This design comes from an exercise in tuning for small area, a short achievable clock period and few clock cycles per item on the open sky130 flow, not from production work. Where RTL was checked, it was by simulation tests only, not by an equivalence proof against the original.

## the previous run
==> module ascon_core, before the edit <==
module ascon_core (
	input wire clk,
	input wire rst_n,
	input wire [127:0] key,
	input wire [127:0] nonce,
	input wire [1:0] sel_type,
	input wire mode_sel_encrypt_decrypt,
	input wire [31:0] data_length,
	input wire [31:0] data_position,
	input wire [127:0] data_in,
	output wire [127:0] data_out,
	input wire process_en_init,
	input wire process_en_AD_AM,
	input wire process_en_encrypt_decrypt,
	input wire process_en_hash,
	input wire process_en_final,
	output wire [127:0] tag,
	output wire done,
	output wire err
);
localparam NR  = 2;               
localparam P12 = 12 / NR;         
localparam P8  = 8 / NR;          
localparam PH  = 3;               
localparam [63:0] IV_AEAD = 64'h00001000808c0001;
localparam [319:0] PRE_HASH = 320'h15fb923a68d7d3de_462065172816566f_34bd868de5fd2580_ada58450f66cd2b8_89afbd5136ee8453;
localparam [319:0] PRE_XOF  = 320'hf32572a345da5dfb_1de85723ee1a83ab_3b49b45b6808518c_274ce98048048859_85dda81f5c981e59;
localparam [319:0] PRE_CXOF = 320'ha5ccdb9a7cc3b277_10b25004f333df43_068625b167d8adb2_5de3c2aa2110bcee_befb38bcb5856749;
wire en_i = process_en_init;
wire en_a = process_en_AD_AM;
wire en_c = process_en_encrypt_decrypt;
wire en_h = process_en_hash;
wire en_f = process_en_final;
ascon_err u_err (
	.data_length(data_length), .data_position(data_position),
	.en({en_i, en_a, en_c, en_h, en_f}), .err(err)
);
reg  [2:0]   pend;    
reg  [3:0]   rs;      
reg          fin;     
reg          kx;      
reg          ds;      
reg          aead;    
reg  [319:0] S;
reg  [127:0] dout;
assign done = fin;
wire [31:0] lmp = data_length - data_position;
reg  [3:0]  n_r;      
reg         fl_r;     
reg         len0_r;   
reg         dec_r;    
always @(posedge clk) begin
	n_r    <= aead ? lmp[3:0] : {1'b0, lmp[2:0]};
	fl_r   <= aead ? |lmp[31:4] : |lmp[31:3];
	len0_r <= ~|data_length;
	dec_r  <= mode_sel_encrypt_decrypt;
end
wire pass   = en_a | en_c | en_h | en_f | (en_i & fin);
wire p_le1  = (pend <= 3'd1);
wire comp   = (pend == 3'd1);         
wire adz    = aead & ~|data_length;   
wire ab_ad  = en_a & ~fin & p_le1 & ~(aead & len0_r);   
wire ab_c   = en_c & ~fin & p_le1;                       
wire ab_x   = ab_ad | ab_c;
wire last_c = ab_c & ~fl_r;           
wire [319:0] R, Rm;
ascon_rounds #(.NR(NR)) u_rounds (.rs(rs), .s_i(S), .s_m(Rm), .s_o(R));
wire kx_ap = comp & (kx | en_f);
wire ds_ap = comp & ds;
wire [63:0] r2 = R[191:128] ^ ({64{last_c}} & key[127:64]);
wire [63:0] r3 = R[127:64]  ^ ({64{kx_ap}} & key[127:64]) ^ ({64{last_c}} & key[63:0]);
wire [63:0] r4 = R[63:0]    ^ ({64{kx_ap}} & key[63:0]) ^ {ds_ap, 63'b0};
wire dec = en_c & dec_r;
wire [127:0] rate = R[319:192];
reg  [127:0] rate_n, out_n;
integer b;
always @(*) begin
	for (b = 0; b < 16; b = b + 1) begin : g_byte
		reg in_b, pd_b;
		reg [7:0] r_b, d_b;
		if (b < 8) begin
			r_b = rate[64 + 8*b +: 8];
			d_b = data_in[64 + 8*b +: 8];
			in_b = fl_r | (b < n_r);
			pd_b = ~fl_r & (b == n_r);
		end else begin
			r_b = rate[8*(b-8) +: 8];
			d_b = data_in[8*(b-8) +: 8];
			in_b = aead & (fl_r | (b < n_r));
			pd_b = aead & ~fl_r & (b == n_r);
		end
		if (b < 8) begin
			out_n[64 + 8*b +: 8] = in_b ? (r_b ^ d_b) : 8'h00;
			if (!ab_x)                rate_n[64 + 8*b +: 8] = r_b;
			else if (dec & in_b)      rate_n[64 + 8*b +: 8] = d_b;
			else                      rate_n[64 + 8*b +: 8] = r_b ^ (in_b ? d_b : 8'h00) ^ {7'b0, pd_b};
		end else begin
			out_n[8*(b-8) +: 8] = in_b ? (r_b ^ d_b) : 8'h00;
			if (!ab_x)                rate_n[8*(b-8) +: 8] = r_b;
			else if (dec & in_b)      rate_n[8*(b-8) +: 8] = d_b;
			else                      rate_n[8*(b-8) +: 8] = r_b ^ (in_b ? d_b : 8'h00) ^ {7'b0, pd_b};
		end
	end
end
wire sel_aead = (sel_type == 2'b00);
wire [319:0] load = sel_aead ? {IV_AEAD, key, nonce} :
                    (sel_type == 2'b01) ? PRE_HASH :
                    (sel_type == 2'b10) ? PRE_XOF : PRE_CXOF;
wire ld = en_i & ~fin;
wire hold = ~ld & ~pass;
wire [319:0] S_n = ({320{ld}} & load) | ({320{pass}} & {rate_n, r2, r3, r4}) | ({320{hold}} & S);
always @(posedge clk) begin
	S    <= S_n;
	dout <= en_h ? {R[319:256], 64'h0} : out_n;
end
assign data_out = dout;
assign tag = {S[63:0], S[127:64]};
always @(posedge clk or negedge rst_n) begin
	if (~rst_n) begin
		pend <= 3'd0;
		rs   <= 4'd0;
		fin  <= 1'b0;
		kx   <= 1'b0;
		ds   <= 1'b0;
		aead <= 1'b0;
	end else begin
		if (en_i & ~fin) begin
			pend <= sel_aead ? P12[2:0] : PH[2:0];
			rs   <= sel_aead ? 4'd0 : 4'd12 - PH[3:0] * NR[3:0];
			kx   <= sel_aead;
			ds   <= 1'b0;
			aead <= sel_aead;
		end else if (pass) begin
			pend <= pend - 3'd1;
			rs   <= rs + NR[3:0];
			if (comp) begin
				kx <= 1'b0;
				ds <= 1'b0;
			end
			if (ab_x) begin
				if (aead & (en_a | fl_r)) begin
					pend <= P8[2:0];
					rs   <= 4'd12 - P8[3:0] * NR[3:0];
				end else begin
					pend <= P12[2:0];
					rs   <= 4'd0;
				end
				ds <= en_a & aead & ~fl_r;
			end
			if (en_a & ~fin & adz)
				ds <= 1'b1;
			if (en_h & ~fin & comp)
				rs <= 4'd0;   
			if (en_h & fin)
				pend <= P12[2:0] - 3'd1;
		end
		fin <= ~err & ~fin & (en_i | (en_a & adz) | ((en_a | en_c | en_h | en_f) & comp));
	end
end
endmodule
==> flow/config.mk <==
export PLATFORM = sky130hd
export DESIGN_NAME = ascon_core
export DESIGN_NICKNAME = ascon_core
export VERILOG_FILES = /design/flow/design.v
export SDC_FILE = /design/flow/constraint.sdc
export NUM_CORES = 8
export LEC_CHECK = 0
export CAP_MARGIN = 30
export CORE_MARGIN = 2
export CORE_UTILIZATION = 45
export SLEW_MARGIN = 30
==> flow/constraint.sdc <==
create_clock -name core_clock -period 13.0 [get_ports {clk}]
set_input_delay 2.6000 -clock core_clock [delete_from_list [all_inputs] [get_ports {clk}]]
set_output_delay 2.6000 -clock core_clock [all_outputs]
set_load 0.01 [all_outputs]
standard.sh (not shown) runs the stock make flow with config.mk's settings and CLKGATE_MAP_FILE= SYNTH_SCRIPT=/design/flow/synth_recipe.tcl, a recipe that flattens the netlist after the stock synthesis.
==> flow/flow/run.sh <==
#!/bin/bash
# The standard layout with these changes:
# - module ascon_err (the logic of the err output, a path from the inputs to
#   an output) is mapped on its own by a delay-driven ABC script (premap.py)
#   and kept as a separate module until the final flatten;
# - timing repair aims at a shorter period than the clock's;
# - the port buffers are buf_2 cells.
set -euo pipefail
YOSYS="$FLOW_HOME/../tools/install/yosys/bin/yosys"
[[ -x "$YOSYS" ]] || YOSYS=yosys
LIB="$FLOW_HOME/platforms/sky130hd/lib/sky130_fd_sc_hd__tt_025C_1v80.lib"
python3 flow/premap.py "$PWD/design.v" "$YOSYS" "$LIB" "$PWD/design_premap.v" > premap.log 2>&1
bash standard.sh VERILOG_FILES="$PWD/design_premap.v" SYNTH_KEEP_MODULES=ascon_err SETUP_SLACK_MARGIN=7.0 \
	'BUFFER_PORTS_ARGS=-buffer_cell sky130_fd_sc_hd__buf_2' finish > standard_flow.log 2>&1
Other scripts of this flow, unchanged in this note and not shown: flow/flow/dont_use.txt, flow/flow/premap.py
Testbench counts of the previous run, summed over its fixed seeds: cycles 10,549, bytes 24,606.
The following lists how the current run was set up differently from the previous run:
--- a/flow/design.v
+++ b/flow/design.v
@@ -154,13 +154,13 @@
 wire sel_aead = (sel_type == 2'b00);
 wire [319:0] load = sel_aead ? {IV_AEAD, key, nonce} :
                     (sel_type == 2'b01) ? PRE_HASH :
                     (sel_type == 2'b10) ? PRE_XOF : PRE_CXOF;
-wire ld = en_i & ~fin;
-wire hold = ~ld & ~pass;
-wire [319:0] S_n = ({320{ld}} & load) | ({320{pass}} & {rate_n, r2, r3, r4}) | ({320{hold}} & S);
 always @(posedge clk) begin
-	S    <= S_n;
+	if (en_i & ~fin)
+		S <= load;
+	else if (pass)
+		S <= {rate_n, r2, r3, r4};
 	dout <= en_h ? {R[319:256], 64'h0} : out_n;
 end
 assign data_out = dout;
 assign tag = {S[63:0], S[127:64]};
Results
- Relative to the previous run, non-clock buffer count decreased by 2.6% in the current run.
- Of the current run and the previous run, the run reporting the higher design area was the current run.
- The fraction of met1 tracks used by global routing was comparable across the current run and the previous run.
- Relative to the previous run, wire length of the first global-routing pass has increased by 14000 um in the current run.
- The current run ended up with a lower complex-gate fraction of the synthesized area than the previous run did.
- On fmax, the current run and the previous run are basically level.
- When the final numbers for the current run and the previous run were put side by side, the met3 wire length turned out to be greater in the current run.
The RTL of the current run was laid out without a check of its function.

==> afterwards: timing with drivers on the ports <==
Ports are ideal in the flow. The routed layouts listed here were re-timed in OpenROAD. Step 1 assumes that a clkbuf_16 drives the clock port and a buf_2 every other input. Step 2 also shifts input and output timing later by t, the mid clock arrival at the registers, as if the neighbouring blocks saw the same clock. a / b / c = no drivers / after step 1 / after step 2; a / b = the first two.
| run | t (ns) | setup WS [ns] | pins driven straight from the clock port |
|---|---|---|---|
| the previous run | 0.795 | 6.630 / 6.561 / 6.561 | 1 |
| the current run | 0.802 | 6.622 / 6.563 / 6.341 | 1 |
After both steps setup and hold are still met in every run listed. The setup slack of the current run, which loses most, moves by -0.059 ns with the drivers and by -0.281 ns with both steps.
